What follows belongs to an exercise in optimizing a design on an open flow for small area; a production flow would make more cautious choices.
Function was checked by simulation only, so behaviour that the tests miss may differ from the original.
Power and IR drop assume default switching activity.

**design/flow/design.v**
```verilog
module debounce(rst, in, master_clk, out);
    input rst;
    input in;
    input master_clk;
    output out;
    localparam [15:0] POL = 16'hAAAA;
    reg s0n, s1n;         
    reg d;                
    reg [15:0] r;         
    wire [15:0] c = r ^ POL;
    wire mm = d ^ ~s1n;   
    wire low_zero = ~|c[14:0];
    wire fb = c[15] ^ c[13] ^ c[12] ^ c[10] ^ low_zero;
    wire term = low_zero & ~c[15];
    wire [15:0] c_next = mm ? {c[14:0], fb} : 16'h0001;
    always @(posedge master_clk) begin
        s0n <= rst | ~in;
        s1n <= s0n;
        r <= c_next ^ POL;
        d <= ~rst & (d ^ (mm & term));
    end
    assign out = d;
endmodule
module clocks(master_clk, rst, RESET, fast_tick);
    input master_clk;
    input rst;
    input RESET;
    output fast_tick;
    localparam [16:0] POL = 17'h0AAAA;
    localparam [16:0] C0 = 17'h00001;
    localparam [16:0] T  = 17'h0B4C5;    
    reg [16:0] r;       
    reg fclk;
    wire [16:0] c = r ^ POL;
    wire term = (c == T);
    wire clr = rst | RESET;
    wire [16:0] c_next = (clr | term) ? C0 : {c[15:0], c[16] ^ c[13]};
    always @(posedge master_clk) begin
        r <= c_next ^ POL;
        fclk <= ~clr & (fclk ^ term);
    end
    assign fast_tick = ~RESET & term & ~fclk;
endmodule
module control(clk, rst, RESET, PROCEED, CONFIRM, num_db, sym1, sym2, sym3, sym4);
    input clk;
    input rst;
    input RESET;
    input PROCEED;
    input CONFIRM;
    input [9:0] num_db;
    output reg [3:0] sym1;
    output reg [3:0] sym2;
    output reg [3:0] sym3;
    output reg [3:0] sym4;
    localparam IDLE = 2'b00;
    localparam CONFIRM_PRESSED = 2'b01;
    localparam FAIL = 2'b10;
    localparam SUCCESS = 2'b11;
    localparam M_ALL   = 3'd0;   
    localparam M_BALL  = 3'd1;   
    localparam M_BLANK = 3'd2;   
    localparam M_SC    = 3'd3;   
    localparam M_LO    = 3'd4;   
    localparam M_HI    = 3'd5;   
    localparam P_INIT = 3'd0;
    localparam P_A = 3'd1;
    localparam P_B = 3'd2;
    localparam P_C = 3'd3;
    localparam P_D = 3'd4;
    reg [1:0] state;
    reg [2:0] numTry;
    reg [3:0] guess;      
    reg [2:0] pos;
    reg [2:0] mode;
    reg [3:0] secret;
    reg [2:0] pos_next;
    always @(*) begin
        case (pos)
            P_A: begin secret = 4'd3; pos_next = P_B; end
            P_B: begin secret = 4'd5; pos_next = P_C; end
            P_C: begin secret = 4'd9; pos_next = P_D; end
            P_D: begin secret = 4'd3; pos_next = P_A; end
            default: begin secret = 4'd0; pos_next = P_A; end
        endcase
    end
    reg [3:0] sel;
    always @(*) begin
        if (num_db[0]) sel = 4'd0;
        else if (num_db[1]) sel = 4'd1;
        else if (num_db[2]) sel = 4'd2;
        else if (num_db[3]) sel = 4'd3;
        else if (num_db[4]) sel = 4'd4;
        else if (num_db[5]) sel = 4'd5;
        else if (num_db[6]) sel = 4'd6;
        else if (num_db[7]) sel = 4'd7;
        else if (num_db[8]) sel = 4'd8;
        else if (num_db[9]) sel = 4'd9;
        else sel = 4'd12;
    end
    always @(posedge clk) begin
        if (rst) begin
            state <= IDLE;
            numTry <= 3'd0;
            guess <= 4'd0;
            pos <= P_INIT;
            mode <= M_ALL;
        end
        else if (RESET) begin
            state <= IDLE;
            numTry <= 3'd4;
            guess <= 4'd12;
            pos <= pos_next;
            mode <= M_BLANK;
        end
        else begin
            case (state)
                SUCCESS: mode <= M_SC;
                FAIL: mode <= M_ALL;
                IDLE: begin
                    if (CONFIRM && guess != 4'd12) begin
                        numTry <= numTry - 3'd1;
                        state <= CONFIRM_PRESSED;
                    end
                    mode <= (mode == M_ALL || mode == M_BALL) ? M_BALL : M_BLANK;
                    guess <= sel;
                end
                CONFIRM_PRESSED: begin
                    if (guess == secret) state <= SUCCESS;
                    else if (numTry == 3'd0) state <= FAIL;
                    if (PROCEED) state <= IDLE;
                    else if (guess < secret) mode <= M_LO;
                    else if (guess > secret) mode <= M_HI;
                end
            endcase
        end
    end
    always @(*) begin
        case (mode)
            M_BALL:  begin sym1 = 4'd12; sym2 = 4'd12; sym3 = 4'd8;  sym4 = guess; end
            M_BLANK: begin sym1 = 4'd12; sym2 = 4'd12; sym3 = 4'd12; sym4 = guess; end
            M_SC:    begin sym1 = 4'd5;  sym2 = 4'd13; sym3 = 4'd12;
                           sym4 = numTry[2] ? guess : {2'b00, numTry[1:0]}; end
            M_LO:    begin sym1 = 4'd10; sym2 = 4'd0;  sym3 = 4'd12; sym4 = 4'd12; end
            M_HI:    begin sym1 = 4'd11; sym2 = 4'd1;  sym3 = 4'd12; sym4 = 4'd12; end
            default: begin sym1 = 4'd8;  sym2 = 4'd8;  sym3 = 4'd8;  sym4 = 4'd8; end
        endcase
    end
endmodule
module cathode_and_anode(clk, rst, fast_tick, sym1, sym2, sym3, sym4, cathode, anode);
    input clk;
    input rst;
    input fast_tick;
    input [3:0] sym1;
    input [3:0] sym2;
    input [3:0] sym3;
    input [3:0] sym4;
    output reg [6:0] cathode;
    output reg [3:0] anode;
    reg [1:0] itr;
    reg started;
    reg [3:0] sym;
    always @(posedge clk) begin
        if (rst) begin
            itr <= 2'd0;
            started <= 1'b0;
            sym <= 4'd8;
        end
        else if (fast_tick) begin
            itr <= itr + 2'd1;
            started <= 1'b1;
            case (itr)
                2'd0: sym <= sym1;
                2'd1: sym <= sym2;
                2'd2: sym <= sym3;
                default: sym <= sym4;
            endcase
        end
    end
    always @(*) begin
        if (!started) anode = 4'b0000;
        else case (itr)
            2'd1: anode = 4'b0111;
            2'd2: anode = 4'b1011;
            2'd3: anode = 4'b1101;
            default: anode = 4'b1110;
        endcase
    end
    localparam [15:0] SEG0 = 16'hDC12;
    localparam [15:0] SEG1 = 16'hF460;
    localparam [15:0] SEG2 = 16'hF404;
    localparam [15:0] SEG3 = 16'hD892;
    localparam [15:0] SEG4 = 16'hD2BA;
    localparam [15:0] SEG5 = 16'hD08E;
    localparam [15:0] SEG6 = 16'hF483;
    always @(*) begin
        cathode = {SEG6[sym], SEG5[sym], SEG4[sym], SEG3[sym], SEG2[sym], SEG1[sym], SEG0[sym]};
    end
endmodule
module game(clk,rst,btnU,btnR,btnL,sw,an,seg);
    input clk;
    input rst;  
    input btnR;
    input btnL;
    input btnU;
    input [9:0] sw;
    output [3:0] an;
    output [6:0] seg;
    wire [9:0] num_db;
    wire debouncedRst;
    wire debouncedCfm;
    wire debouncedPcd;
    genvar i;
    generate
        for (i = 0; i < 10; i = i + 1) begin : db_sw
            debounce u(.rst(rst), .in(sw[i]), .master_clk(clk), .out(num_db[i]));
        end
    endgenerate
    debounce debounceRst(.rst(rst),.in(btnR),.master_clk(clk),.out(debouncedRst));
    debounce debounceCfm(.rst(rst),.in(btnL),.master_clk(clk),.out(debouncedCfm));
    debounce debouncePcd(.rst(rst),.in(btnU),.master_clk(clk),.out(debouncedPcd));
    wire fast_tick;
    clocks clk_div(.master_clk(clk),.rst(rst),.RESET(debouncedRst),.fast_tick(fast_tick));
    wire [3:0] sym1, sym2, sym3, sym4;
    control controlUnit(.clk(clk),.rst(rst),.RESET(debouncedRst),.PROCEED(debouncedPcd),
        .CONFIRM(debouncedCfm),.num_db(num_db),.sym1(sym1),.sym2(sym2),.sym3(sym3),.sym4(sym4));
    cathode_and_anode display(.clk(clk),.rst(rst),.fast_tick(fast_tick),.sym1(sym1),.sym2(sym2),
        .sym3(sym3),.sym4(sym4),.cathode(seg),.anode(an));
endmodule
```
**design/flow/run.sh**
```bash
#!/bin/bash
# synth_recipe.tcl (not shown) runs the flow's synth.tcl, then flattens the netlist and writes it again
# the make line also repeats each setting of config.mk as NAME=value (left out here)
make -C /OpenROAD-flow-scripts/flow DESIGN_CONFIG=/design/flow/config.mk WORK_HOME=/design/flow/orfs CLKGATE_MAP_FILE= SYNTH_SCRIPT=/design/flow/synth_recipe.tcl finish
```
**design/flow/config.mk**
```make
export PLATFORM = sky130hd
export DESIGN_NAME = game
export DESIGN_NICKNAME = game
export VERILOG_FILES = /design/flow/design.v
export SDC_FILE = /design/flow/constraint.sdc
export NUM_CORES = 4
export LEC_CHECK = 0
export CAP_MARGIN = 20
export CORE_MARGIN = 2
export CORE_UTILIZATION = 40
export CTS_BUF_LIST = sky130_fd_sc_hd__clkbuf_8
export CTS_CLUSTER_DIAMETER = 60
export CTS_CLUSTER_SIZE = 20
export PLACE_DENSITY = 0.6
export SLEW_MARGIN = 20
```
**design/flow/constraint.sdc**
```tcl
create_clock -name core_clock -period 10.0 [get_ports {clk}]
set_input_delay 2.0000 -clock core_clock [delete_from_list [all_inputs] [get_ports {clk}]]
set_output_delay 2.0000 -clock core_clock [all_outputs]
set_load 0.01 [all_outputs]
```
==> impl_metrics.yaml, run 1 <==
setup_path:
  cp_data_required_time_ns: 8.00
  crit_path_end: "seg[0]"
  r2r_start: "clk_div.r[13]"
  end_kind: "output port"
  slowest_delay_ns: 0.49
  path_cells: "inv_1 -> ha_1 -> mux4_2 -> clkdlybuf4s50_1"
  cp_max_fo: 7
  worst-setup-path-type: "flip-flop to output port"
  rrSetupSlack_ns: 7.84
  start_kind: "flip-flop"
  cp_slowest_cell: "clkdlybuf4s50_1"
  r2r_end: "display.sym[1]"
  r2r_cells: 5
  crit_arrival_ns: 2.32
  crit_start: "display.sym[0]"
global_route:
  busiest_layer: "met2"
  antenna_found_initial: 0
  grt_pass1_wl_mm: 27.3
  grt_use_met3_pct: 2.45
  use_met2_pct: 21.6
  use_met1_pct: 17.7
  grt_usage_pct: 13.1
  grt_pass1_vias: 5947
  grt_overflow: 0
  grt_start_max_net_pins: 43
placed_design:
  dpl.hpwl_mm: 10.8
  place.port_buffers: 25
  place_inst: 1262
  routabilityCongestion: 0.763
sta:
  final-hold-violation-count: 0
  setup-violations-final: 0
  fin_crit_sh_pct: 43.2
  finClkSkew_ns: 0.0127
  clock.fmax_mhz: 232
  slew-limit-headroom_pct: 42.0
  rsz0062_at_grt: "no"
  slew_viol_final: 0
  hold_slack_ns: 0.338
  setup_tns_ns: 0
  finalWorstPathRequiredPeriod_ns: 4.32
  tightest_slew_ns: 0.870
clocking:
  clock_sinks: 287
  clock_latency_ns: 0.53
  cts_setup_buffers: 0
  cts_max_path_buffers: 3
  cts_tree: "done"
  holdBufCountCts: 0
  root_buffer: "clkbuf_8"
  path_clk_slew_ns: 0.11
  cts_buffers: 19
  htree_levels: 1
  post_cts_resized: 0
run:
  cap_violations: 0
final_layout:
  finalNetCount: 996
  fillers: 2304
  drive_gt1_share_pct: 4.84
  area.growth.synth_to_final_pct: 9.39
  final_cell_mix: "dfxtp_1, nand2_1, nor2_1"
  final_cells: 1290
  final_util_pct: 44.2
  diodes: 0
  final_common_cell: "dfxtp_1"
route:
  drc: 0
  avgRoutedWirePerCell_microns: 12.1
  drtIter0Drc: 237
  vias: 6035
  final_antenna_net_count: 0
  drt_wl_total_mm: 15.6
  drt-pass1-iter-count: 4
  via_per_inst: 4.68
floorplanning:
  die_w_microns: 157
  ios: 26
  core_area_sq_mm: 0.0233
  fp.dieArea_sq_mm: 0.0247
  fp.dieH_microns: 157
  start_util_pct: 40.4
  num_rows: 56
yosys:
  ys_ff_latch: 287
  synth.distinct_cells: 47
  synth-main-ff-cell: "dfxtp_1"
  synth_async_sr_flop_share_pct: 0
  seq_area_frac_synth_pct: 61.2
  syn_inst: 939
  post_synth.cell_area_avg_sq_um: 10.0
  yosys_warnings: 4
  syn_nets: 971
  synth_edf_count: 0
  syn_area_sq_mm: 0.00939
pwr:
  p_per_area_mw_per_mm2: 196
  vdd_drop_max_uv: 79.1
  p_leak_nw: 3.85
worst_hold_path:
  hp-start: "db_sw[7].u.s0n"
  hp-class: "flip-flop to flip-flop"
outcome:
  outcome: "no timing/DRC/antenna violations"
state kept, by name, summed over array words and instances (netlist names), 4 cells and up:
name               flops
db_sw.u.r            160
clk_div.r             17
debounceRst.r         16
db_sw.u.s0n           10
db_sw.u.s1n           10
display.sym            4
controlUnit.guess      4
db_sw.u.d             10
debounceCfm.r         16
debouncePcd.r         16
per-layer routing:
metal	part of all wire, %	up-vias
li1	-	3173
met1	51	2789
met2	44	49
met3	2.8	24
met4	1.9	0
met5	0	-
layout make-up:
type	instances	area, sq um	share of cell area, %
sequential	287	5750	55.9
clock inverter	9	57.6	0.560
timing repair buffer	25	245	2.39
multi-input combinational	610	3490	33.9
tap	319	399	3.88
clock buffer	19	262	2.54
inverter	21	78.8	0.767
worst max-delay path, delay by kind of cell (launching register included):
family / cells / cell delay (ns)
buffers and inverters: 2 / 0.65
DFF: 1 / 0.47
muxes: 1 / 0.44
adders and majority gates: 1 / 0.23
power by group:
group / leakage, nW / switching (mW) / internal, mW
clock network: 0.176 / 0.351 / 0.185
registers: 2.34 / 0.0595 / 1.20
logic: 1.34 / 0.128 / 0.0950
synth_stat cells (all sizes together) (2+ instances only):
library cell	instances	area, sq um
nor3	14	70.1
nor4	17	121
nand4	17	106
and2	6	37.5
a211oi	4	30.0
mux4	2	45.0
or3	7	43.8
o211ai	2	15.0
nor3b	6	45.0
o22ai	2	12.5
or4bb	2	22.5
nand3b	2	15.0
xnor2	44	385
nor2b	7	43.8
buf	2	10.0
inv	21	78.8
a221oi	3	26.3
or3b	2	17.5
a31oi	6	37.5
nor4bb	3	30.0
a21oi	34	170
nand2b	20	125
or2	13	81.3
clkbuf	19	71.3
a311oi	6	52.6
or4	16	125
nand2	158	593
nand3	5	25.0
nor2	133	499
dfxtp	287	5750
xor2	30	263
ha	17	213
o21ai	14	70.1
nand4b	9	78.8
logic make-up after synthesis:
| kind of cell | Yosys count | synth area share [%] |
|---|---|---|
| flops | 287 | 61.2 |
| compound gates | 75 | 4.79 |
| fa+ha+maj | 17 | 2.26 |
| simple gates | 440 | 22.5 |
| xor+xnor | 74 | 6.90 |
| mux | 4 | 0.706 |
| buf+inv | 42 | 1.70 |
through the flow:
stage / setup WS, ns / area [sq um] / total power [mW]
after floorplan: 6.81 / 9390 / 1.45
after global placement: 6.26 / 9960 / 1.51
after detailed placement: 6.22 / 9960 / 1.51
after CTS: 5.64 / 10300 / 2.05
after global routing: 5.51 / 10300 / 2.13
final: 5.68 / 10300 / 2.02
worst min-delay path by stage:
stage	to	slack, ns	cells after the start
6_report	db_sw[7].u.s1n	0.34	0
5_1_grt	db_sw[1].u.s1n	0.34	0
4_1_cts	db_sw[7].u.s1n	0.34	0
3_5_place_dp	db_sw[7].u.s1n	0.31	0
3_3_place_gp	debounceCfm.s1n	0.31	0
2_1_floorplan	db_sw[0].u.s1n	0.31	0
==> inputs of run 2 (changes only) <==
--- a/design/flow/config.mk
+++ b/design/flow/config.mk
@@ -8,8 +8,5 @@
 export CAP_MARGIN = 20
 export CORE_MARGIN = 2
 export CORE_UTILIZATION = 40
-export CTS_BUF_LIST = sky130_fd_sc_hd__clkbuf_8
-export CTS_CLUSTER_DIAMETER = 60
-export CTS_CLUSTER_SIZE = 20
 export PLACE_DENSITY = 0.6
 export SLEW_MARGIN = 20
==> impl_metrics.yaml, run 2 <==
global_route:
  grt_pass1_vias: 6089
  grt_pass1_wl_mm: 28.0
  grt_start_max_net_pins: 43
  grt_usage_pct: 13.4
  antenna_found_initial: 0
  grt_overflow: 0
route:
  top_layer: "met4"
  final_antenna_net_count: 0
  drt-pass1-iter-count: 4
  vias: 6139
  route.met2.wl_mm: 7.03
  via_per_inst: 4.66
  wl_met1_mm: 7.95
  drtIter0Drc: 286
  drc: 0
  wl_met3_microns: 567
  drt_wl_total_mm: 16.0
  avgRoutedWirePerCell_microns: 12.1
final_layout:
  final_cell_area_sq_mm: 0.0109
  final_cells: 1317
  final_cell_mix: "dfxtp_1, nand2_1, nor2_1"
  finalNetCount: 1007
  layout.area.seq_sq_mm: 0.00575
  largest_reg_flops: 160
  multi_input_area_sq_mm: 0.00349
  top_register: "db_sw.u.r"
  drive_gt1_share_pct: 7.31
  fillers: 2250
  top_regs: "db_sw.u.r x160, clk_div.r x17"
  final_common_cell: "dfxtp_1"
  diodes: 0
  area.growth.synth_to_final_pct: 16.4
  final_util_pct: 47.0
yosys:
  yosysMostFrequentCell: "dfxtp_1"
  synth_top_area_cell: "dfxtp_1"
  synth-main-ff-cell: "dfxtp_1"
  syn_inst: 939
  yosys_warnings: 4
  seq_area_frac_synth_pct: 61.2
  synth.distinct_cells: 47
  post_synth.cell_area_avg_sq_um: 10.0
  synth_async_sr_flop_share_pct: 0
  synth_edf_count: 0
  syn_nets: 971
  synth_top_area_share_pct: 61.2
  syn_area_sq_mm: 0.00939
  synthTopCellsByArea: "dfxtp_1, nand2_1, nor2_1"
  ys_ff_latch: 287
  netlist_top_cells_count: "dfxtp_1, nand2_1, nor2_1"
clocking:
  post_cts_resized: 0
  cts_tree: "done"
  path_clk_slew_ns: 0.06
  holdBufCountCts: 0
  cts_max_path_buffers: 3
  cts_buffers: 30
  root_buffer: "clkbuf_16"
  htree_levels: 1
  cts_setup_buffers: 0
  clock_latency_ns: 0.55
  clock_sinks: 287
sta:
  finalWorstPathRequiredPeriod_ns: 4.31
  fin_crit_sh_pct: 43.1
  final.setup.worst_slack_ns: 5.69
  finClkSkew_ns: 0.0181
  final-hold-violation-count: 0
  hold_slack_ns: 0.320
  setup-violations-final: 0
  setup_tns_ns: 0
  clock.fmax_mhz: 232
  tightest_slew_ns: 0.875
  slew_viol_final: 0
  slew-limit-headroom_pct: 41.6
  rsz0062_at_grt: "no"
floorplanning:
  core_area_sq_mm: 0.0233
  start_util_pct: 40.4
  die_w_microns: 157
  fp.dieH_microns: 157
  ios: 26
  fp.dieArea_sq_mm: 0.0247
  num_rows: 56
setup_path:
  start_kind: "flip-flop"
  r2r_start: "clk_div.r[13]"
  cp_max_fo: 7
  rrSetupSlack_ns: 7.84
  r2r_cells: 5
  crit_arrival_ns: 2.31
  cp_data_required_time_ns: 8.00
  r2r_end: "display.sym[1]"
  end_kind: "output port"
  worst-setup-path-type: "flip-flop to output port"
placed_design:
  pre_cts_slack_ns: 6.22
  routabilityCongestion: 0.763
  dpl.hpwl_mm: 10.8
  place_inst: 1262
  place_area_sq_mm: 0.00996
  place.port_buffers: 25
pwr:
  p_per_area_mw_per_mm2: 232
  p_leak_nw: 4.16
  power_mw: 2.54
  vdd_drop_max_uv: 109
worst_hold_path:
  hp-start: "db_sw[7].u.s0n"
  hold_end: "db_sw[7].u.s1n"
  hp-class: "flip-flop to flip-flop"
  hold_depth: 0
run:
  cap_violations: 0
outcome:
  outcome: "no timing/DRC/antenna violations"
## run 2: cell count changes in the layout (fill, tap and decap cells not counted), moves of 2 or more
cell       previous run  this run
clkbuf_16             0        30
clkinv_4              0         2
clkbuf_1              0         4
clkinv_2              2         6
inv_1                24        21
inv_6                 2         0
clkbuf_8             19        10
## run 2: cells by family (layout without fill, tap and decap cells)
family | after synthesis | in the layout | synth area share, %
fa+ha+maj | 17 | 17 | 2.26
mux | 4 | 4 | 0.706
buf+inv | 42 | 101 | 1.70
flops | 287 | 287 | 61.2
compound gates | 75 | 75 | 4.79
simple gates | 440 | 440 | 22.5
xor+xnor | 74 | 74 | 6.90
## run 2: layer usage
| layer | track usage, % | up-vias |
|---|---|---|
| met5 | 0 | - |
| li1 | - | 3206 |
| met3 | 2.51 | 29 |
| met1 | 17.8 | 2829 |
| met4 | 4.89 | 0 |
| met2 | 21.8 | 75 |
## run 2: cell type report
type	count	share of cell area, %
Clock buffer	44	8.26
Clock inverter	11	0.721
Inverter	21	0.721
Multi-Input combinational cell	610	31.9
Sequential cell	287	52.5
Tap cell	319	3.65
Timing Repair Buffer	25	2.24
## run 2: worst max-delay path by stage
stage,cells past startpoint,from,to,slack [ns]
CTS,4,display.sym[0],seg[0],5.65
finish,4,display.sym[0],seg[0],5.69
floorplan,3,display.sym[1],seg[0],6.81
global route,6,display.sym[0],seg[3],5.52
detailed placement,4,display.sym[0],seg[0],6.22
global placement,6,display.sym[0],seg[3],6.26
## run 2: worst max-delay path, stage by stage (launching register included)
cell and delay, ns:
dfxtp_1 0.45, inv_1 0.16, ha_1 0.23, mux4_2 0.44, clkdlybuf4s50_1 0.49
## run 2: power breakdown
part / internal, mW / switching [mW] / total (mW)
sequential: 1.20 / 0.0599 / 1.26
clock: 0.625 / 0.435 / 1.06
combinational: 0.0950 / 0.129 / 0.224
total: 1.92 / 0.624 / 2.54
==> inputs of run 3 (changes only) <==
--- a/design/flow/config.mk
+++ b/design/flow/config.mk
@@ -7,6 +7,9 @@
 export LEC_CHECK = 0
 export CAP_MARGIN = 20
 export CORE_MARGIN = 2
-export CORE_UTILIZATION = 40
-export PLACE_DENSITY = 0.6
+export CORE_UTILIZATION = 65
+export CTS_BUF_LIST = sky130_fd_sc_hd__clkbuf_4
+export CTS_CLUSTER_DIAMETER = 40
+export CTS_CLUSTER_SIZE = 12
+export PLACE_DENSITY = 0.8
 export SLEW_MARGIN = 20
==> impl_metrics.yaml, run 3 <==
yosys:
  synth_top_area_share_pct: 61.2
  syn_area_sq_mm: 0.00939
  post_synth.cell_area_avg_sq_um: 10.0
  syn_inst: 939
  yosysMostFrequentCell: "dfxtp_1"
  synth-main-ff-cell: "dfxtp_1"
  seq_area_frac_synth_pct: 61.2
  synth-xor-area-share_pct: 6.90
  syn_nets: 971
  synth_top_area_cell: "dfxtp_1"
  synth_top_family_by_area: "simple AND/OR/NAND/NOR gates"
  netlist_top_cells_count: "dfxtp_1, nand2_1, nor2_1"
  synth-simple-area-share_pct: 22.5
  synth_edf_count: 0
  ys_ff_latch: 287
  synthTopCellsByArea: "dfxtp_1, nand2_1, nor2_1"
  yosys_warnings: 4
  synth.distinct_cells: 47
  synth-compound-area-share_pct: 4.79
  synth_async_sr_flop_share_pct: 0
  synth_mux_area_share_pct: 0.706
  synth_fa_ha_area_share_pct: 2.26
sta:
  final-hold-violation-count: 0
  clock.fmax_mhz: 226
  setup_tns_ns: 0
  tightest_slew_ns: 0.858
  finalWorstPathRequiredPeriod_ns: 4.42
  fin_crit_sh_pct: 44.2
  rsz0062_at_grt: "no"
  finClkSkew_ns: 0.0160
  slew-limit-headroom_pct: 42.8
  slew_viol_final: 0
  setup-violations-final: 0
clocking:
  htree_levels: 2
  path_clk_slew_ns: 0.11
  cts_buffers: 34
  post_cts_resized: 0
  root_buffer: "clkbuf_4"
  holdBufCountCts: 0
  cts_max_path_buffers: 3
  cts_tree: "done"
  clock_sinks: 287
  clock_latency_ns: 0.60
  cts_setup_buffers: 0
global_route:
  grt_start_max_net_pins: 43
  grt_overflow: 0
  grt_pass1_wl_mm: 27.0
  grt_pass1_vias: 6078
  grt_usage_pct: 20.3
  antenna_found_initial: 1
final_layout:
  largest_reg_flops: 160
  top_register: "db_sw.u.r"
  finalNetCount: 1011
  drive_gt1_share_pct: 7.52
  final_common_cell: "dfxtp_1"
  final_cell_mix: "dfxtp_1, nand2_1, nor2_1"
  area.growth.synth_to_final_pct: 8.55
  top_regs: "db_sw.u.r x160, clk_div.r x17"
route:
  vias: 6214
  drt-pass1-iter-count: 4
  final_antenna_net_count: 0
  avgRoutedWirePerCell_microns: 13.1
  drc: 0
  drt_wl_total_mm: 15.4
  drtIter0Drc: 328
  via_per_inst: 5.28
setup_path:
  worst-setup-path-type: "flip-flop to output port"
  slowest_delay_ns: 0.50
  cp_data_required_time_ns: 8.00
  crit_arrival_ns: 2.42
  end_kind: "output port"
  path_cells: "inv_1 -> ha_1 -> mux4_2 -> clkdlybuf4s50_1"
  start_kind: "flip-flop"
  cp_max_fo: 7
  cp_slowest_cell: "clkdlybuf4s50_1"
pwr:
  vdd_drop_max_uv: 107
  p_per_area_mw_per_mm2: 203
  p_leak_nw: 3.91
  power_mw: 2.07
floorplanning:
  die_w_microns: 124
  fp.dieH_microns: 124
  core_area_sq_mm: 0.0140
  ios: 26
  fp.dieArea_sq_mm: 0.0154
  num_rows: 43
  start_util_pct: 67.2
placed_design:
  place.port_buffers: 25
  dpl.hpwl_mm: 10.6
  routabilityCongestion: 0.791
outcome:
  outcome: "no timing/DRC/antenna violations"
worst_hold_path:
  hp-class: "flip-flop to flip-flop"
run:
  cap_violations: 0
-- run 3: changes by cell type in the layout (fill, tap and decap cells not counted), sizes merged --
cell	previous run	this run
clkinvlp	2	4
bufinv	0	1
diode	0	1
clkbuf	44	40
clkinv	9	8
inv	21	22
-- run 3: final timing paths --
kind / depth (start not counted) / endpoint / slack [ns] / startpoint
max: 4 / seg[0] / 5.58 / display.sym[1]
min reg2reg: 0 / debouncePcd.s1n / 0.34 / debouncePcd.s0n
max reg2reg: 5 / display.sym[1] / 7.71 / clk_div.r[13]
min: 0 / debouncePcd.s1n / 0.34 / debouncePcd.s0n
-- run 3: metrics by stage --
stage	hold WS [ns]	cells	setup WS (ns)	instance area [sq um]	util, %
finish	0.336	1178	5.58	10200	72.9
global route	0.329	1178	5.47	10200	72.9
CTS	0.329	1177	5.56	10200	72.9
detailed placement	0.312	1123	6.21	9780	69.9
global placement	0.310	1123	6.26	9780	69.9
floorplan	0.310	939	6.81	9390	-
-- run 3: critical path: cells and delay by family (launching register included) --
kind | cells | cell delay, ns
flip-flops | 1 | 0.47
buffers and inverters | 2 | 0.66
adder cells (fa/ha/maj) | 1 | 0.24
multiplexers | 1 | 0.47
-- run 3: cells by family after synthesis --
logic type                 after synthesis
buffers and inverters                   42
and+or+nand+nor                        440
muxes                                    4
AOI/OAI and AO/OA                       75
DFF                                    287
adders and majority gates               17
xor gates and xnor gates                74
-- run 3: layer usage --
| metal | share of wire (%) | global-route usage [%] | wire length, microns | vias to the layer above |
|---|---|---|---|---|
| met3 | 3.3 | 3.79 | 515 | 22 |
| met4 | 1.5 | 6.01 | 231 | 0 |
| met5 | 0 | 0 | 0 | - |
| li1 | - | - | - | 3209 |
| met2 | 46 | 33.3 | 7050 | 77 |
| met1 | 50 | 27.7 | 7650 | 2906 |
-- run 3: area by class of cell --
class / instances / area [sq um]
flip-flops and latches: 287 / 5750
fillers: 1037 / 3790
multi-input cells: 610 / 3490
clock buffers: 40 / 300
repair buffers: 25 / 245
well taps: 180 / 225
clock inverters: 14 / 111
inverters: 21 / 78.8
diodes: 1 / 2.50
-- run 3: power breakdown --
| part | switching (mW) | leakage, nW | total [mW] | internal, mW |
|---|---|---|---|---|
| combinational | 0.131 | 1.34 | 0.225 | 0.0949 |
| sequential | 0.0599 | 2.34 | 1.26 | 1.20 |
| clock | 0.365 | 0.232 | 0.590 | 0.225 |
| total | 0.556 | 3.91 | 2.07 | 1.52 |
==> inputs of run 4 (changes only) <==
--- a/design/flow/design.v
+++ b/design/flow/design.v
@@ -4,11 +4,12 @@
     input master_clk;
     output out;
     localparam [15:0] POL = 16'hAAAA;
-    reg s0n, s1n;         
-    reg d;                
-    reg [15:0] r;         
+    reg s0n, s1n;
+    reg d;
+    reg [15:0] r;
     wire [15:0] c = r ^ POL;
-    wire mm = d ^ ~s1n;   
+    wire s1 = ~s1n;
+    wire mm = d ^ s1;
     wire low_zero = ~|c[14:0];
     wire fb = c[15] ^ c[13] ^ c[12] ^ c[10] ^ low_zero;
     wire term = low_zero & ~c[15];
@@ -17,7 +18,7 @@
         s0n <= rst | ~in;
         s1n <= s0n;
         r <= c_next ^ POL;
-        d <= ~rst & (d ^ (mm & term));
+        d <= ~rst & (term ? s1 : d);
     end
     assign out = d;
 endmodule
@@ -72,17 +73,11 @@
     reg [3:0] guess;      
     reg [2:0] pos;
     reg [2:0] mode;
-    reg [3:0] secret;
-    reg [2:0] pos_next;
-    always @(*) begin
-        case (pos)
-            P_A: begin secret = 4'd3; pos_next = P_B; end
-            P_B: begin secret = 4'd5; pos_next = P_C; end
-            P_C: begin secret = 4'd9; pos_next = P_D; end
-            P_D: begin secret = 4'd3; pos_next = P_A; end
-            default: begin secret = 4'd0; pos_next = P_A; end
-        endcase
-    end
+    localparam [127:0] LT = 128'h000000000000000701FF001F00070000;
+    localparam [127:0] EQ = 128'h00010001000100080200002000080001;
+    wire g_lt = LT[{pos, guess}];
+    wire g_eq = EQ[{pos, guess}];
+    wire [2:0] pos_next = (pos == P_C) ? P_D : (pos == P_B) ? P_C : (pos == P_A) ? P_B : P_A;
     reg [3:0] sel;
     always @(*) begin
         if (num_db[0]) sel = 4'd0;
@@ -125,11 +120,11 @@
                     guess <= sel;
                 end
                 CONFIRM_PRESSED: begin
-                    if (guess == secret) state <= SUCCESS;
+                    if (g_eq) state <= SUCCESS;
                     else if (numTry == 3'd0) state <= FAIL;
                     if (PROCEED) state <= IDLE;
-                    else if (guess < secret) mode <= M_LO;
-                    else if (guess > secret) mode <= M_HI;
+                    else if (g_lt) mode <= M_LO;
+                    else if (!g_eq) mode <= M_HI;
                 end
             endcase
         end
@@ -161,17 +156,17 @@
     reg [3:0] sym;
     always @(posedge clk) begin
         if (rst) begin
-            itr <= 2'd0;
+            itr <= 2'b00;
             started <= 1'b0;
             sym <= 4'd8;
         end
         else if (fast_tick) begin
-            itr <= itr + 2'd1;
+            itr <= {itr[0], ~itr[1]};
             started <= 1'b1;
             case (itr)
-                2'd0: sym <= sym1;
-                2'd1: sym <= sym2;
-                2'd2: sym <= sym3;
+                2'b00: sym <= sym1;
+                2'b01: sym <= sym2;
+                2'b11: sym <= sym3;
                 default: sym <= sym4;
             endcase
         end
@@ -179,21 +174,27 @@
     always @(*) begin
         if (!started) anode = 4'b0000;
         else case (itr)
-            2'd1: anode = 4'b0111;
-            2'd2: anode = 4'b1011;
-            2'd3: anode = 4'b1101;
+            2'b01: anode = 4'b0111;
+            2'b11: anode = 4'b1011;
+            2'b10: anode = 4'b1101;
             default: anode = 4'b1110;
         endcase
     end
-    localparam [15:0] SEG0 = 16'hDC12;
-    localparam [15:0] SEG1 = 16'hF460;
-    localparam [15:0] SEG2 = 16'hF404;
-    localparam [15:0] SEG3 = 16'hD892;
-    localparam [15:0] SEG4 = 16'hD2BA;
-    localparam [15:0] SEG5 = 16'hD08E;
-    localparam [15:0] SEG6 = 16'hF483;
-    always @(*) begin
-        cathode = {SEG6[sym], SEG5[sym], SEG4[sym], SEG3[sym], SEG2[sym], SEG1[sym], SEG0[sym]};
+    always @(*) begin
+        cathode = 7'b1111111;
+        if (sym == 4'd0)  cathode = 7'b1000000;
+        if (sym == 4'd1)  cathode = 7'b1111001;
+        if (sym == 4'd2)  cathode = 7'b0100100;
+        if (sym == 4'd3)  cathode = 7'b0110000;
+        if (sym == 4'd4)  cathode = 7'b0011001;
+        if (sym == 4'd5)  cathode = 7'b0010010;
+        if (sym == 4'd6)  cathode = 7'b0000010;
+        if (sym == 4'd7)  cathode = 7'b1111000;
+        if (sym == 4'd8)  cathode = 7'b0000000;
+        if (sym == 4'd9)  cathode = 7'b0010000;
+        if (sym == 4'd10) cathode = 7'b1000111;
+        if (sym == 4'd11) cathode = 7'b0001001;
+        if (sym == 4'd13) cathode = 7'b1000110;
     end
 endmodule
 module game(clk,rst,btnU,btnR,btnL,sw,an,seg);
==> design/flow/flow/run.sh (new file) <==
#!/bin/bash
# Layout flow: the standard flow with the port buffers and clock tree
# made of small cells.
set -e
bash standard.sh > standard.log 2>&1
==> design/flow/standard.sh (new file) <==
#!/bin/bash
# synth_recipe.tcl (not shown) runs the flow's synth.tcl, then flattens the netlist and writes it again
# the make line also repeats each setting of config.mk as NAME=value (left out here)
make -C /OpenROAD-flow-scripts/flow DESIGN_CONFIG=/design/flow/config.mk WORK_HOME=/design/flow/orfs CLKGATE_MAP_FILE= SYNTH_SCRIPT=/design/flow/synth_recipe.tcl "${@:-finish}"
==> design/flow/config.mk (replaced) <==
export PLATFORM = sky130hd
export DESIGN_NAME = game
export DESIGN_NICKNAME = game
export VERILOG_FILES = /design/flow/design.v
export SDC_FILE = /design/flow/constraint.sdc
export NUM_CORES = 4
export LEC_CHECK = 0
export CAP_MARGIN = 20
export CORE_MARGIN = 2
export CORE_UTILIZATION = 40
export CTS_BUF_LIST = sky130_fd_sc_hd__clkbuf_8
export CTS_CLUSTER_DIAMETER = 60
export CTS_CLUSTER_SIZE = 20
export PLACE_DENSITY = 0.6
export SLEW_MARGIN = 20
removed: design/flow/run.sh
==> impl_metrics.yaml, run 4 <==
pwr:
  p_int_mw: 1.58
  p_leak_nw: 3.84
  switching_share_pct: 27.6
  p_per_area_mw_per_mm2: 211
  pwr-share-clk_pct: 29.8
  p_seq_share_pct: 58.4
  power.switching_uw: 603
  p_comb_share_pct: 11.8
  vdd_drop_max_uv: 81.1
route:
  via_per_inst: 4.72
  drt-pass1-iter-count: 4
  vias: 6016
  avgRoutedWirePerCell_microns: 12.4
  final_antenna_net_count: 0
  drc: 0
  drtIter0Drc: 282
  drt_wl_total_mm: 15.8
global_route:
  grt_overflow: 0
  grt_pass1_wl_mm: 27.5
  grt_pass1_vias: 5818
  antenna_found_initial: 0
  grt_start_max_net_pins: 26
  grt_usage_pct: 13.5
clocking:
  cts_buffers: 21
  clock_latency_ns: 0.55
  cts_max_path_buffers: 3
  clock_sinks: 287
  path_clk_slew_ns: 0.12
  htree_levels: 1
  cts_tree: "done"
  root_buffer: "clkbuf_8"
  cts_setup_buffers: 0
  post_cts_resized: 0
  holdBufCountCts: 0
final_layout:
  largest_reg_flops: 160
  top_register: "db_sw.u.r"
  finalNetCount: 967
  final_common_cell: "dfxtp_1"
  area.growth.synth_to_final_pct: 11.0
  final_cell_mix: "dfxtp_1, nand2_1, nor2_1"
  diodes: 0
  drive_gt1_share_pct: 5.41
  top_regs: "db_sw.u.r x160, clk_div.r x17"
run:
  cap_violations: 0
setup_path:
  cp_max_fo: 7
  r2r_start: "clk_div.r[7]"
  crit_start: "display.sym[1]"
  rrSetupSlack_ns: 8.08
  worst-setup-path-type: "flip-flop to output port"
  r2r_cells: 5
  crit_path_end: "seg[3]"
  end_kind: "output port"
  r2r_end: "display.sym[0]"
  crit_arrival_ns: 2.11
  start_kind: "flip-flop"
  cp_data_required_time_ns: 8.00
sta:
  setup-violations-final: 0
  fin_crit_sh_pct: 41.1
  hold_slack_ns: 0.330
  clock.fmax_mhz: 243
  setup_tns_ns: 0
  tightest_slew_ns: 0.787
  rsz0062_at_grt: "no"
  finalWorstPathRequiredPeriod_ns: 4.11
  finClkSkew_ns: 0.0210
  final.setup.worst_slack_ns: 5.89
  final-hold-violation-count: 0
  slew-limit-headroom_pct: 47.2
  slew_viol_final: 0
yosys:
  ys_ff_latch: 287
  synth-main-ff-cell: "dfxtp_1"
  yosys_warnings: 4
  syn_inst: 922
  synth.distinct_cells: 62
  syn_nets: 939
  synth_async_sr_flop_share_pct: 0
  synth_top_area_cell: "dfxtp_1"
  syn_area_sq_mm: 0.00934
  synthTopCellsByArea: "dfxtp_1, nand2_1, nor2_1"
  netlist_top_cells_count: "dfxtp_1, nand2_1, nor2_1"
  seq_area_frac_synth_pct: 61.5
  yosysMostFrequentCell: "dfxtp_1"
  post_synth.cell_area_avg_sq_um: 10.1
  synth_top_area_share_pct: 61.5
  synth_edf_count: 0
floorplanning:
  fp.dieH_microns: 157
  fp.dieArea_sq_mm: 0.0246
  start_util_pct: 41.0
  num_rows: 55
  die_w_microns: 157
  ios: 26
  core_area_sq_mm: 0.0228
worst_hold_path:
  hp-class: "flip-flop to flip-flop"
  hold_depth: 0
  hp-start: "db_sw[3].u.s0n"
placed_design:
  place.port_buffers: 25
  pre_cts_slack_ns: 5.64
  routabilityCongestion: 0.783
  dpl.hpwl_mm: 10.9
outcome:
  outcome: "no timing/DRC/antenna violations"
-- run 4: critical path: stages, from the launching register on --
cell	delay, ns
dfxtp_1	0.37
inv_1	0.19
nor2_1	0.11
a221oi_1	0.31
clkdlybuf4s50_1	0.59
-- run 4: layer usage --
layer | up-vias | global-route usage [%] | part of all wire, %
li1 | 3144 | - | -
met4 | 0 | 4.59 | 2.0
met5 | - | 0 | 0
met2 | 59 | 20.8 | 44
met1 | 2793 | 19.2 | 52
met3 | 20 | 2.05 | 2.8
-- run 4: cells by family (layout without fill, tap and decap cells) --
logic type	count (synthesis)	count (layout)	synth area share [%]
buffers and inverters	37	77	1.50
multiplexers	6	6	0.643
adder cells (fa/ha/maj)	2	2	0.268
XOR/XNOR	77	77	7.22
AO/OA/AOI/OAI	87	87	6.13
flip-flops	287	287	61.5
AND/OR/NAND/NOR	426	426	22.7
-- run 4: how the worst min path moves through the flow --
| stage | to |
|---|---|
| 2_1_floorplan | db_sw[0].u.s1n |
| 3_3_place_gp | db_sw[9].u.s1n |
| 3_5_place_dp | db_sw[5].u.s1n |
| 4_1_cts | debouncePcd.s1n |
| 5_1_grt | db_sw[4].u.s1n |
| 6_report | db_sw[3].u.s1n |
-- run 4: final cells by class --
class	count	area, sq um
Fill cell	2167	12400
Sequential cell	287	5750
Multi-Input combinational cell	598	3450
Tap cell	313	392
Clock buffer	22	303
Timing Repair Buffer	26	258
Clock inverter	13	155
Inverter	16	60.1
-- run 4: power groups by stage --
stage / logic [mW] / registers, mW / clock network (mW)
finish: 0.258 / 1.28 / 0.651
global route: 0.296 / 1.29 / 0.724
CTS: 0.260 / 1.28 / 0.677
detailed placement: 0.259 / 1.30 / 0
global placement: 0.258 / 1.30 / 0
floorplan: 0.232 / 1.26 / 0
-- run 4: per-stage QoR --
step / util, % / total power [mW] / area, sq um / cells
after floorplan: - / 1.49 / 9340 / 922
after global placement: 43.5 / 1.56 / 9900 / 1240
after detailed placement: 43.5 / 1.56 / 9900 / 1240
after CTS: 45.5 / 2.21 / 10400 / 1275
after global routing: 45.5 / 2.31 / 10400 / 1275
final: 45.5 / 2.19 / 10400 / 1275
==> inputs of run 5 (changes only) <==
==> design/flow/run.sh (new file) <==
#!/bin/bash
# synth_recipe.tcl (not shown) runs the flow's synth.tcl, then flattens the netlist and writes it again
# the make line also repeats each setting of config.mk as NAME=value (left out here)
make -C /OpenROAD-flow-scripts/flow DESIGN_CONFIG=/design/flow/config.mk WORK_HOME=/design/flow/orfs CLKGATE_MAP_FILE= SYNTH_SCRIPT=/design/flow/synth_recipe.tcl finish
removed: design/flow/flow/run.sh
removed: design/flow/standard.sh
==> impl_metrics.yaml, run 5 <==
sta:
  rsz0062_at_grt: "no"
  slew-limit-headroom_pct: 47.2
  fin_crit_sh_pct: 41.1
  clock.fmax_mhz: 243
  final-hold-violation-count: 0
  setup-violations-final: 0
  slew_viol_final: 0
  final.setup.worst_slack_ns: 5.89
  finClkSkew_ns: 0.0210
  setup_tns_ns: 0
  tightest_slew_ns: 0.787
  finalWorstPathRequiredPeriod_ns: 4.11
yosys:
  post_synth.cell_area_avg_sq_um: 10.1
  netlist_top_cells_count: "dfxtp_1, nand2_1, nor2_1"
  syn_area_sq_mm: 0.00934
  syn_inst: 922
  yosysMostFrequentCell: "dfxtp_1"
  synth.distinct_cells: 62
  ys_ff_latch: 287
  synth_edf_count: 0
  seq_area_frac_synth_pct: 61.5
  yosys_warnings: 4
  synth_top_area_share_pct: 61.5
  synthTopCellsByArea: "dfxtp_1, nand2_1, nor2_1"
  synth_top_area_cell: "dfxtp_1"
  synth_async_sr_flop_share_pct: 0
  synth-main-ff-cell: "dfxtp_1"
  syn_nets: 939
final_layout:
  final_cells: 1275
  final_cell_area_sq_mm: 0.0104
  largest_reg_flops: 160
  final_cell_mix: "dfxtp_1, nand2_1, nor2_1"
  diodes: 0
  multi_input_area_sq_mm: 0.00345
  area.growth.synth_to_final_pct: 11.0
  final_common_cell: "dfxtp_1"
  top_register: "db_sw.u.r"
  finalNetCount: 967
  fillers: 2167
  layout.area.seq_sq_mm: 0.00575
  drive_gt1_share_pct: 5.41
  top_regs: "db_sw.u.r x160, clk_div.r x17"
setup_path:
  crit_arrival_ns: 2.11
  cp_max_fo: 7
  worst-setup-path-type: "flip-flop to output port"
  start_kind: "flip-flop"
  path_cells: "inv_1 -> nor2_1 -> a221oi_1 -> clkdlybuf4s50_1"
  slowest_delay_ns: 0.59
  end_kind: "output port"
  cp_slowest_cell: "clkdlybuf4s50_1"
  cp_data_required_time_ns: 8.00
floorplanning:
  core_area_sq_mm: 0.0228
  ios: 26
  start_util_pct: 41.0
  fp.dieArea_sq_mm: 0.0246
  num_rows: 55
  fp.dieH_microns: 157
  die_w_microns: 157
clocking:
  root_buffer: "clkbuf_8"
  post_cts_resized: 0
  clock_latency_ns: 0.55
  path_clk_slew_ns: 0.12
  htree_levels: 1
  cts_buffers: 21
  cts_setup_buffers: 0
  cts_tree: "done"
  clock_sinks: 287
  holdBufCountCts: 0
  cts_max_path_buffers: 3
global_route:
  grt_overflow: 0
  antenna_found_initial: 0
  grt_pass1_vias: 5818
  grt_usage_pct: 13.5
  grt_pass1_wl_mm: 27.5
  grt_start_max_net_pins: 26
route:
  drt-pass1-iter-count: 4
  avgRoutedWirePerCell_microns: 12.4
  top_layer: "met4"
  drtIter0Drc: 282
  wl_met3_microns: 443
  vias: 6016
  final_antenna_net_count: 0
  drt_wl_total_mm: 15.8
  wl_met1_mm: 8.15
  route.met2.wl_mm: 6.88
  via_per_inst: 4.72
  drc: 0
pwr:
  p_leak_nw: 3.84
  p_per_area_mw_per_mm2: 211
  power_mw: 2.19
  vdd_drop_max_uv: 81.1
run:
  cap_violations: 0
placed_design:
  place_inst: 1240
  routabilityCongestion: 0.783
  pre_cts_slack_ns: 5.64
  place_area_sq_mm: 0.00990
  place.port_buffers: 25
  dpl.hpwl_mm: 10.9
worst_hold_path:
  hp-class: "flip-flop to flip-flop"
outcome:
  outcome: "no timing/DRC/antenna violations"
## run 5: power breakdown
part	internal, mW	switching (mW)
Clock	0.272	0.380
Combinational	0.106	0.151
Sequential	1.21	0.0726
## run 5: cell type report
type                       count  area share [%]
tap                          313            3.78
timing repair buffer          26            2.49
multi-input combinational    598            33.3
inverter                      16           0.580
sequential                   287            55.4
clock buffer                  22            2.92
clock inverter                13            1.50
## run 5: cell families after synthesis
family          count (synthesis)  share of synthesized area, %
simple gates                  426                          22.7
buf+inv                        37                          1.50
flops                         287                          61.5
mux                             6                         0.643
xor+xnor                       77                          7.22
fa+ha+maj                       2                         0.268
compound gates                 87                          6.13
## run 5: routing by layer
layer,GRT usage [%],up-vias
met4,4.59,0
met3,2.05,20
met1,19.2,2793
met2,20.8,59
li1,-,3144
met5,0,-
## run 5: path summary, 6_finish.rpt
check | start | endpoint | slack [ns] | cells past startpoint
max reg2reg | clk_div.r[7] | display.sym[0] | 8.08 | 5
max | display.sym[1] | seg[3] | 5.89 | 4
min reg2reg | db_sw[3].u.s0n | db_sw[3].u.s1n | 0.33 | 0
min | db_sw[3].u.s0n | db_sw[3].u.s1n | 0.33 | 0
## run 5: critical path: cells and delay by family (launching register included)
family	cells	cell delay, ns
simple gates	1	0.11
flops	1	0.37
compound gates	1	0.31
buf+inv	2	0.78
## run 5: per-stage QoR
| stage | util [%] | hold WS [ns] |
|---|---|---|
| 5_1_grt | 45.5 | 0.348 |
| 4_1_cts | 45.5 | 0.321 |
| 3_5_place_dp | 43.5 | 0.312 |
| 6_report | 45.5 | 0.330 |
| 3_3_place_gp | 43.5 | 0.311 |
| 2_1_floorplan | - | 0.310 |
==> inputs of run 6 (changes only) <==
==> design/flow/flow/run.sh (new file) <==
#!/bin/bash
# Layout flow: the standard flow (standard.sh, unchanged synthesis), with
# the port buffers made of buf_1 cells and a clock tree without dummy loads.
set -e
bash standard.sh \
  BUFFER_PORTS_ARGS="-buffer_cell sky130_fd_sc_hd__buf_1" \
  CTS_ARGS="-sink_clustering_enable -repair_clock_nets -sink_clustering_size 20 -sink_clustering_max_diameter 60 -buf_list sky130_fd_sc_hd__clkbuf_8 -dont_use_dummy_load" \
  finish > standard.log 2>&1
==> design/flow/standard.sh (new file) <==
#!/bin/bash
# synth_recipe.tcl (not shown) runs the flow's synth.tcl, then flattens the netlist and writes it again
# the make line also repeats each setting of config.mk as NAME=value (left out here)
make -C /OpenROAD-flow-scripts/flow DESIGN_CONFIG=/design/flow/config.mk WORK_HOME=/design/flow/orfs CLKGATE_MAP_FILE= SYNTH_SCRIPT=/design/flow/synth_recipe.tcl "${@:-finish}"
removed: design/flow/run.sh
==> impl_metrics.yaml, run 6 <==
outcome:
  outcome: "no timing/DRC/antenna violations"
final_layout:
  final_cell_area_sq_mm: 0.0100
  largest_reg_flops: 160
  finalNetCount: 967
  diodes: 0
  final_cell_mix: "dfxtp_1, nand2_1, nor2_1"
  top_register: "db_sw.u.r"
  final_common_cell: "dfxtp_1"
  top_regs: "db_sw.u.r x160, clk_div.r x17"
  area.growth.synth_to_final_pct: 7.45
  final_cells: 1261
  drive_gt1_share_pct: 4.32
sta:
  finClkSkew_ns: 0.0473
  fin_crit_sh_pct: 36.4
  tightest_slew_ns: 0.783
  final-hold-violation-count: 0
  setup-violations-final: 0
  finalWorstPathRequiredPeriod_ns: 3.64
  slew-limit-headroom_pct: 47.4
  rsz0062_at_grt: "no"
  final.setup.worst_slack_ns: 6.36
  slew_viol_final: 0
  setup_tns_ns: 0
  clock.fmax_mhz: 275
placed_design:
  pre_cts_slack_ns: 6.75
  place.port_buffers: 25
  place_inst: 1241
  routabilityCongestion: 0.742
  place_area_sq_mm: 0.00976
  dpl.hpwl_mm: 10.8
route:
  via_per_inst: 4.74
  drt_wl_total_mm: 15.7
  drc: 0
  drtIter0Drc: 305
  final_antenna_net_count: 0
  vias: 5981
  avgRoutedWirePerCell_microns: 12.5
  drt-pass1-iter-count: 4
yosys:
  yosysMostFrequentCell: "dfxtp_1"
  syn_nets: 939
  post_synth.cell_area_avg_sq_um: 10.1
  synth_async_sr_flop_share_pct: 0
  ys_ff_latch: 287
  synth_edf_count: 0
  synth_top_area_cell: "dfxtp_1"
  yosys_warnings: 4
  syn_inst: 922
  seq_area_frac_synth_pct: 61.5
  synth_top_area_share_pct: 61.5
  netlist_top_cells_count: "dfxtp_1, nand2_1, nor2_1"
  synth-main-ff-cell: "dfxtp_1"
  synth.distinct_cells: 62
  synthTopCellsByArea: "dfxtp_1, nand2_1, nor2_1"
  syn_area_sq_mm: 0.00934
floorplanning:
  ios: 26
  fp.dieArea_sq_mm: 0.0246
  core_area_sq_mm: 0.0228
  die_w_microns: 157
  num_rows: 55
  fp.dieH_microns: 157
  start_util_pct: 41.0
setup_path:
  start_kind: "flip-flop"
  worst-setup-path-type: "flip-flop to output port"
  crit_arrival_ns: 1.64
  r2r_cells: 5
  slowest_delay_ns: 0.43
  cp_top_family: "flip-flops"
  path_cells: "inv_1 -> nor2_1 -> o21ai_0 -> o22ai_1 -> buf_1"
  path_buf_inv: 2
  end_kind: "output port"
  cp_max_fo: 7
  cp_data_required_time_ns: 8.00
  cp_num_cells: 5
  cp_slowest_cell: "dfxtp_1"
global_route:
  antenna_found_initial: 0
  grt_pass1_wl_mm: 26.8
  grt_pass1_vias: 5648
  grt_start_max_net_pins: 26
  grt_usage_pct: 13.1
  grt_overflow: 0
worst_hold_path:
  hold_depth: 0
  hp-class: "flip-flop to flip-flop"
clocking:
  path_clk_slew_ns: 0.09
  cts_buffers: 20
  cts_setup_buffers: 0
  clock_sinks: 287
  post_cts_resized: 0
  root_buffer: "clkbuf_8"
  holdBufCountCts: 0
  htree_levels: 1
  cts_max_path_buffers: 3
  clock_latency_ns: 0.54
  cts_tree: "done"
pwr:
  vdd_drop_max_uv: 65.7
  p_per_area_mw_per_mm2: 203
  p_leak_nw: 3.70
  power_mw: 2.04
run:
  cap_violations: 0
==> run 6: cell count changes in the layout (fill, tap and decap cells not counted), moves of 2 or more <==
cell	previous run	this run
buf_1	0	25
clkdlybuf4s50_1	25	0
clkinvlp_4	3	0
inv_1	18	15
bufinv_16	2	0
clkbuf_8	22	20
inv_6	2	0
==> run 6: path summary, 6_finish.rpt <==
check | from | to | slack, ns
hold reg to reg | db_sw[8].u.s0n | db_sw[8].u.s1n | 0.34
setup reg to reg | clk_div.r[4] | display.sym[0] | 8.09
setup / recovery | display.sym[1] | seg[5] | 6.36
hold / removal | db_sw[8].u.s0n | db_sw[8].u.s1n | 0.34
==> run 6: stage by stage <==
step                      utilization [%]  hold slack, ns
after CTS                            44.0           0.335
after detailed placement             42.8           0.312
after global placement               42.8           0.310
after floorplan                         -           0.310
after global routing                 44.0           0.347
final                                44.0           0.337
==> run 6: worst reg2reg max path: cells and delay by family (launching register included) <==
family / cells / cell delay (ns)
simple gates: 4 / 1.11
flops: 1 / 0.34
compound gates: 1 / 0.31
==> run 6: kinds of logic (layout without fill, tap and decap cells) <==
kind of cell	after synthesis	after routing	synth area share, %
multiplexers	6	6	0.643
adder cells (fa/ha/maj)	2	2	0.268
XOR/XNOR	77	77	7.22
flip-flops	287	287	61.5
AO/OA/AOI/OAI	87	87	6.13
buffers and inverters	37	63	1.50
AND/OR/NAND/NOR	426	426	22.7
==> run 6: per-layer routing <==
metal  vias up  track usage [%]  routed length (microns)
li1       3122                -                        -
met1      2780             18.8                     8020
met2        55             20.3                     6870
met3        24             2.30                      544
met4         0             3.67                      276
met5         -                0                        0
==> run 6: area by class of cell <==
cell class / count / area, sq um
multi-input combinational: 598 / 3450
fill: 2236 / 12700
sequential: 287 / 5750
clock buffer: 20 / 275
timing repair buffer: 27 / 109
inverter: 16 / 60.1
tap: 313 / 392
==> run 6: power by group <==
part / internal (mW) / switching (mW)
sequential: 1.21 / 0.0715
combinational: 0.103 / 0.152
clock: 0.181 / 0.326
total: 1.49 / 0.550
==> inputs of run 7 (changes only) <==
--- a/design/flow/config.mk
+++ b/design/flow/config.mk
@@ -7,9 +7,9 @@
 export LEC_CHECK = 0
 export CAP_MARGIN = 20
 export CORE_MARGIN = 2
-export CORE_UTILIZATION = 40
+export CORE_UTILIZATION = 80
 export CTS_BUF_LIST = sky130_fd_sc_hd__clkbuf_8
 export CTS_CLUSTER_DIAMETER = 60
 export CTS_CLUSTER_SIZE = 20
-export PLACE_DENSITY = 0.6
+export PLACE_DENSITY = 0.9
 export SLEW_MARGIN = 20
==> impl_metrics.yaml, run 7 <==
outcome:
  outcome: "no timing/DRC/antenna violations"
route:
  drt_wl_total_mm: 17.1
  drt-pass1-iter-count: 5
  final_antenna_net_count: 0
  drtIter0Drc: 514
  drc: 0
  avgRoutedWirePerCell_microns: 15.8
  vias: 6394
  via_per_inst: 5.88
placed_design:
  place.port_buffers: 25
  routabilityCongestion: 0.875
  place_area_sq_mm: 0.00954
  dpl.hpwl_mm: 12.0
  place_inst: 1070
final_layout:
  fillers: 606
  diodes: 0
  finalNetCount: 964
  area.growth.synth_to_final_pct: 4.80
  drive_gt1_share_pct: 4.02
  top_register: "db_sw.u.r"
  largest_reg_flops: 160
  top_regs: "db_sw.u.r x160, clk_div.r x17"
  final_cells: 1088
  final_common_cell: "dfxtp_1"
  final_cell_area_sq_mm: 0.00978
  final_cell_mix: "dfxtp_1, nand2_1, nor2_1"
floorplanning:
  fp.dieH_microns: 112
  die_w_microns: 112
  start_util_pct: 81.8
  ios: 26
  num_rows: 39
  core_area_sq_mm: 0.0114
  fp.dieArea_sq_mm: 0.0125
global_route:
  grt_pass1_vias: 6318
  grt_usage_pct: 27.6
  antenna_found_initial: 0
  grt_pass1_wl_mm: 29.0
  grt_overflow: 0
  grt_start_max_net_pins: 26
setup_path:
  start_kind: "flip-flop"
  cp_data_required_time_ns: 8.00
  cp_num_cells: 5
  worst-setup-path-type: "flip-flop to output port"
  cp_slowest_cell: "dfxtp_1"
  slowest_delay_ns: 0.43
  cp_max_fo: 7
  cp_top_family: "flip-flops"
  path_cells: "inv_1 -> nor2_1 -> o21ai_0 -> o22ai_1 -> buf_1"
  r2r_cells: 5
  end_kind: "output port"
  crit_arrival_ns: 1.67
  path_buf_inv: 2
pwr:
  p_per_area_mw_per_mm2: 207
  power_mw: 2.02
  p_leak_nw: 3.68
  vdd_drop_max_uv: 194
clocking:
  cts_tree: "done"
  root_buffer: "clkbuf_8"
  htree_levels: 1
  holdBufCountCts: 0
  cts_buffers: 18
  clock_latency_ns: 0.51
  post_cts_resized: 0
  path_clk_slew_ns: 0.11
  clock_sinks: 287
  cts_max_path_buffers: 3
  cts_setup_buffers: 0
sta:
  rsz0062_at_grt: "no"
  fin_crit_sh_pct: 36.7
  finalWorstPathRequiredPeriod_ns: 3.67
  slew-limit-headroom_pct: 48.6
  hold_slack_ns: 0.324
  setup_tns_ns: 0
  setup-violations-final: 0
  final-hold-violation-count: 0
  tightest_slew_ns: 0.766
  finClkSkew_ns: 0.0372
  clock.fmax_mhz: 272
  slew_viol_final: 0
yosys:
  synth.distinct_cells: 62
  synth_top_area_cell: "dfxtp_1"
  synth_edf_count: 0
  syn_inst: 922
  synth_async_sr_flop_share_pct: 0
  seq_area_frac_synth_pct: 61.5
  synth-main-ff-cell: "dfxtp_1"
  yosysMostFrequentCell: "dfxtp_1"
  ys_ff_latch: 287
  syn_area_sq_mm: 0.00934
  yosys_warnings: 4
  syn_nets: 939
  synthTopCellsByArea: "dfxtp_1, nand2_1, nor2_1"
  synth_top_area_share_pct: 61.5
  netlist_top_cells_count: "dfxtp_1, nand2_1, nor2_1"
  post_synth.cell_area_avg_sq_um: 10.1
worst_hold_path:
  hp-class: "flip-flop to flip-flop"
  hold_depth: 0
run:
  cap_violations: 0
[run 7: cell counts after synthesis]
Identical to the previous run, type by type.
[run 7: through the flow]
step	worst slack, ns	utilization (%)
after floorplan	6.88	-
after global placement	6.27	83.5
after detailed placement	6.18	83.5
after CTS	6.31	85.7
after global routing	6.22	85.7
final	6.33	85.7
[run 7: path summary, 6_finish.rpt]
path / from / endpoint / slack, ns
worst max-delay path: display.sym[1] / seg[5] / 6.33
worst min-delay path: db_sw[1].u.s0n / db_sw[1].u.s1n / 0.32
worst max register to register: clk_div.r[7] / display.sym[0] / 8.16
worst min register to register: db_sw[1].u.s0n / db_sw[1].u.s1n / 0.32
[run 7: layout make-up]
type / instances / area [sq um] / area share, %
clock buffers: 18 / 248 / 2.53
well taps: 143 / 179 / 1.83
multi-input cells: 598 / 3450 / 35.3
inverters: 16 / 60.1 / 0.614
flip-flops and latches: 287 / 5750 / 58.7
repair buffers: 26 / 101 / 1.04
[run 7: report_power, final]
part	internal [mW]	switching (mW)
Sequential	1.21	0.0781
Clock	0.164	0.314
Combinational	0.103	0.158
Total	1.47	0.550
[run 7: cell families (layout without fill, tap and decap cells)]
logic type / Yosys count / count (layout) / share of synthesized area (%)
mux: 6 / 6 / 0.643
fa+ha+maj: 2 / 2 / 0.268
compound gates: 87 / 87 / 6.13
xor+xnor: 77 / 77 / 7.22
simple gates: 426 / 426 / 22.7
flops: 287 / 287 / 61.5
buf+inv: 37 / 60 / 1.50
[run 7: per-layer routing]
metal  GRT usage (%)  part of all wire [%]
met5               0                     0
met4            7.40                   2.0
met3            4.48                   3.9
met2            49.5                    51
met1            34.9                    44
==> inputs of run 8 (changes only) <==
--- a/design/flow/config.mk
+++ b/design/flow/config.mk
@@ -7,9 +7,9 @@
 export LEC_CHECK = 0
 export CAP_MARGIN = 20
 export CORE_MARGIN = 2
-export CORE_UTILIZATION = 80
+export CORE_UTILIZATION = 65
 export CTS_BUF_LIST = sky130_fd_sc_hd__clkbuf_8
 export CTS_CLUSTER_DIAMETER = 60
 export CTS_CLUSTER_SIZE = 20
-export PLACE_DENSITY = 0.9
+export PLACE_DENSITY = 0.8
 export SLEW_MARGIN = 20
==> impl_metrics.yaml, run 8 <==
outcome:
  outcome: "no timing/DRC/antenna violations"
sta:
  hold_slack_ns: 0.337
  finalWorstPathRequiredPeriod_ns: 3.69
  tightest_slew_ns: 0.765
  slew_viol_final: 0
  finClkSkew_ns: 0.0248
  final-hold-violation-count: 0
  rsz0062_at_grt: "no"
  setup_tns_ns: 0
  slew-limit-headroom_pct: 48.6
  setup-violations-final: 0
  clock.fmax_mhz: 271
  fin_crit_sh_pct: 36.9
global_route:
  antenna_found_initial: 0
  grt_start_max_net_pins: 26
  grt_pass1_wl_mm: 26.2
  grt_pass1_vias: 5777
  grt_usage_pct: 20.9
  grt_overflow: 0
final_layout:
  final_cell_mix: "dfxtp_1, nand2_1, nor2_1"
  final_cell_area_sq_mm: 0.00983
  diodes: 0
  final_common_cell: "dfxtp_1"
  top_register: "db_sw.u.r"
  final_util_pct: 70.5
  top_regs: "db_sw.u.r x160, clk_div.r x17"
  fillers: 1046
  largest_reg_flops: 160
  drive_gt1_share_pct: 4.02
  finalNetCount: 964
  area.growth.synth_to_final_pct: 5.29
setup_path:
  r2r_start: "clk_div.r[7]"
  crit_start: "display.sym[2]"
  worst-setup-path-type: "flip-flop to output port"
  rrSetupSlack_ns: 8.12
  r2r_cells: 5
  crit_arrival_ns: 1.69
  r2r_end: "display.sym[0]"
  start_kind: "flip-flop"
  cp_data_required_time_ns: 8.00
  end_kind: "output port"
  cp_max_fo: 14
clocking:
  htree_levels: 1
  post_cts_resized: 0
  cts_max_path_buffers: 3
  path_clk_slew_ns: 0.11
  root_buffer: "clkbuf_8"
  clock_sinks: 287
  cts_tree: "done"
  holdBufCountCts: 0
  cts_buffers: 18
  cts_setup_buffers: 0
  clock_latency_ns: 0.50
yosys:
  synth-simple-area-share_pct: 22.7
  synth_async_sr_flop_share_pct: 0
  synth.distinct_cells: 62
  ys_ff_latch: 287
  post_synth.cell_area_avg_sq_um: 10.1
  synth_edf_count: 0
  synth-xor-area-share_pct: 7.22
  synth_top_area_share_pct: 61.5
  synthTopCellsByArea: "dfxtp_1, nand2_1, nor2_1"
  syn_area_sq_mm: 0.00934
  yosysMostFrequentCell: "dfxtp_1"
  synth_fa_ha_area_share_pct: 0.268
  syn_nets: 939
  netlist_top_cells_count: "dfxtp_1, nand2_1, nor2_1"
  synth-main-ff-cell: "dfxtp_1"
  synth-compound-area-share_pct: 6.13
  synth_top_family_by_area: "simple AND/OR/NAND/NOR gates"
  synth_mux_area_share_pct: 0.643
  synth_top_area_cell: "dfxtp_1"
  yosys_warnings: 4
  seq_area_frac_synth_pct: 61.5
  syn_inst: 922
run:
  cap_violations: 0
floorplanning:
  fp.dieH_microns: 124
  ios: 26
  die_w_microns: 124
  start_util_pct: 67.0
  core_area_sq_mm: 0.0139
  fp.dieArea_sq_mm: 0.0153
  num_rows: 43
worst_hold_path:
  hold_depth: 0
  hp-class: "flip-flop to flip-flop"
  hold_end: "db_sw[8].u.s1n"
  hp-start: "db_sw[8].u.s0n"
placed_design:
  place.port_buffers: 25
  place_area_sq_mm: 0.00958
  routabilityCongestion: 0.840
  dpl.hpwl_mm: 10.8
route:
  final_antenna_net_count: 0
  drc: 0
  vias: 6041
  drt_wl_total_mm: 15.4
  via_per_inst: 5.37
  drtIter0Drc: 319
  avgRoutedWirePerCell_microns: 13.7
  drt-pass1-iter-count: 4
pwr:
  vdd_drop_max_uv: 157
  p_per_area_mw_per_mm2: 204
  p_leak_nw: 3.68
## run 8: layer usage
layer / part of all wire [%] / vias to the layer above / global-route usage [%] / routed length (microns)
li1: - / 3117 / - / -
met1: 50 / 2853 / 29.6 / 7700
met2: 46 / 53 / 33.7 / 7050
met3: 3.1 / 18 / 3.71 / 479
met4: 1.4 / 0 / 4.69 / 211
met5: 0 / - / 0 / 0
## run 8: kinds of logic (layout without fill, tap and decap cells)
logic type / after synthesis / after routing
muxes: 6 / 6
xor gates and xnor gates: 77 / 77
buffers and inverters: 37 / 60
adders and majority gates: 2 / 2
DFF: 287 / 287
AOI/OAI and AO/OA: 87 / 87
and+or+nand+nor: 426 / 426
## run 8: how the worst max path moves through the flow
stage / end / slack [ns] / depth (start not counted)
CTS: seg[3] / 6.30 / 3
global placement: clk_div.r[11] / 6.21 / 6
detailed placement: clk_div.r[1] / 6.15 / 6
finish: seg[3] / 6.31 / 3
global route: seg[3] / 6.18 / 3
floorplan: seg[3] / 6.88 / 3
## run 8: final cells by class
| cell class | instances | area [sq um] | share of cell area (%) |
|---|---|---|---|
| well taps | 180 | 225 | 2.29 |
| clock buffers | 18 | 248 | 2.52 |
| inverters | 16 | 60.1 | 0.611 |
| repair buffers | 26 | 101 | 1.03 |
| flip-flops and latches | 287 | 5750 | 58.5 |
| multi-input cells | 598 | 3450 | 35.1 |
## run 8: metrics by stage
step,setup WS [ns],total power [mW],cells
finish,6.31,2.01,1125
global placement,6.21,1.55,1107
CTS,6.30,2.02,1125
global route,6.18,2.11,1125
detailed placement,6.15,1.55,1107
floorplan,6.88,1.49,922
## run 8: report_power, final
part / total, mW / switching (mW) / internal, mW
sequential: 1.28 / 0.0715 / 1.21
combinational: 0.256 / 0.153 / 0.103
clock: 0.477 / 0.313 / 0.164
total: 2.01 / 0.537 / 1.47
## run 8: critical path, cell delays in order (launching register included)
cell and delay (ns):
dfxtp_1 0.59, nand2_1 0.13, a221oi_1 0.28, buf_1 0.18

## afterwards: timing with drivers on the ports
No port has a modelled driver above. Below, the same layouts with a new extraction and two added sets of constraints. Step 1 (the two cells are an assumption about what drives the block):
set clk [get_ports {clk}]
set_driving_cell -lib_cell sky130_fd_sc_hd__clkbuf_16 $clk
set_driving_cell -lib_cell sky130_fd_sc_hd__buf_2 [delete_from_list [all_inputs] $clk]
Step 2 moves the port delays by t, midway between the first and last clock arrival at a register: inputs arrive t later, outputs are due t later. That takes back most of the time a late clock gives input paths. Three values: ideal, step 1, step 2; two values: the first two.
| run | t, ns | setup WS [ns] | pins driven straight from the clock port |
|---|---|---|---|
| run 1 | 0.568 | 5.683 / 5.643 / 6.210 | 1 |
| run 2 | 0.583 | 5.688 / 5.644 / 6.228 | 1 |
| run 3 | 0.628 | 5.583 / 5.543 / 6.171 | 1 |
| run 4 | 0.577 | 5.890 / 5.851 / 5.747 | 1 |
| run 5 | 0.577 | 5.890 / 5.851 / 5.747 | 1 |
| run 6 | 0.554 | 6.364 / 6.323 / 6.703 | 1 |
| run 7 | 0.536 | 6.327 / 6.289 / 6.111 | 1 |
| run 8 | 0.532 | 6.313 / 6.273 / 6.178 | 1 |
After both steps setup and hold are still met in every run listed. For run 7, which loses most, drivers alone change the setup slack by -0.038 ns; drivers and shift together by -0.216 ns.
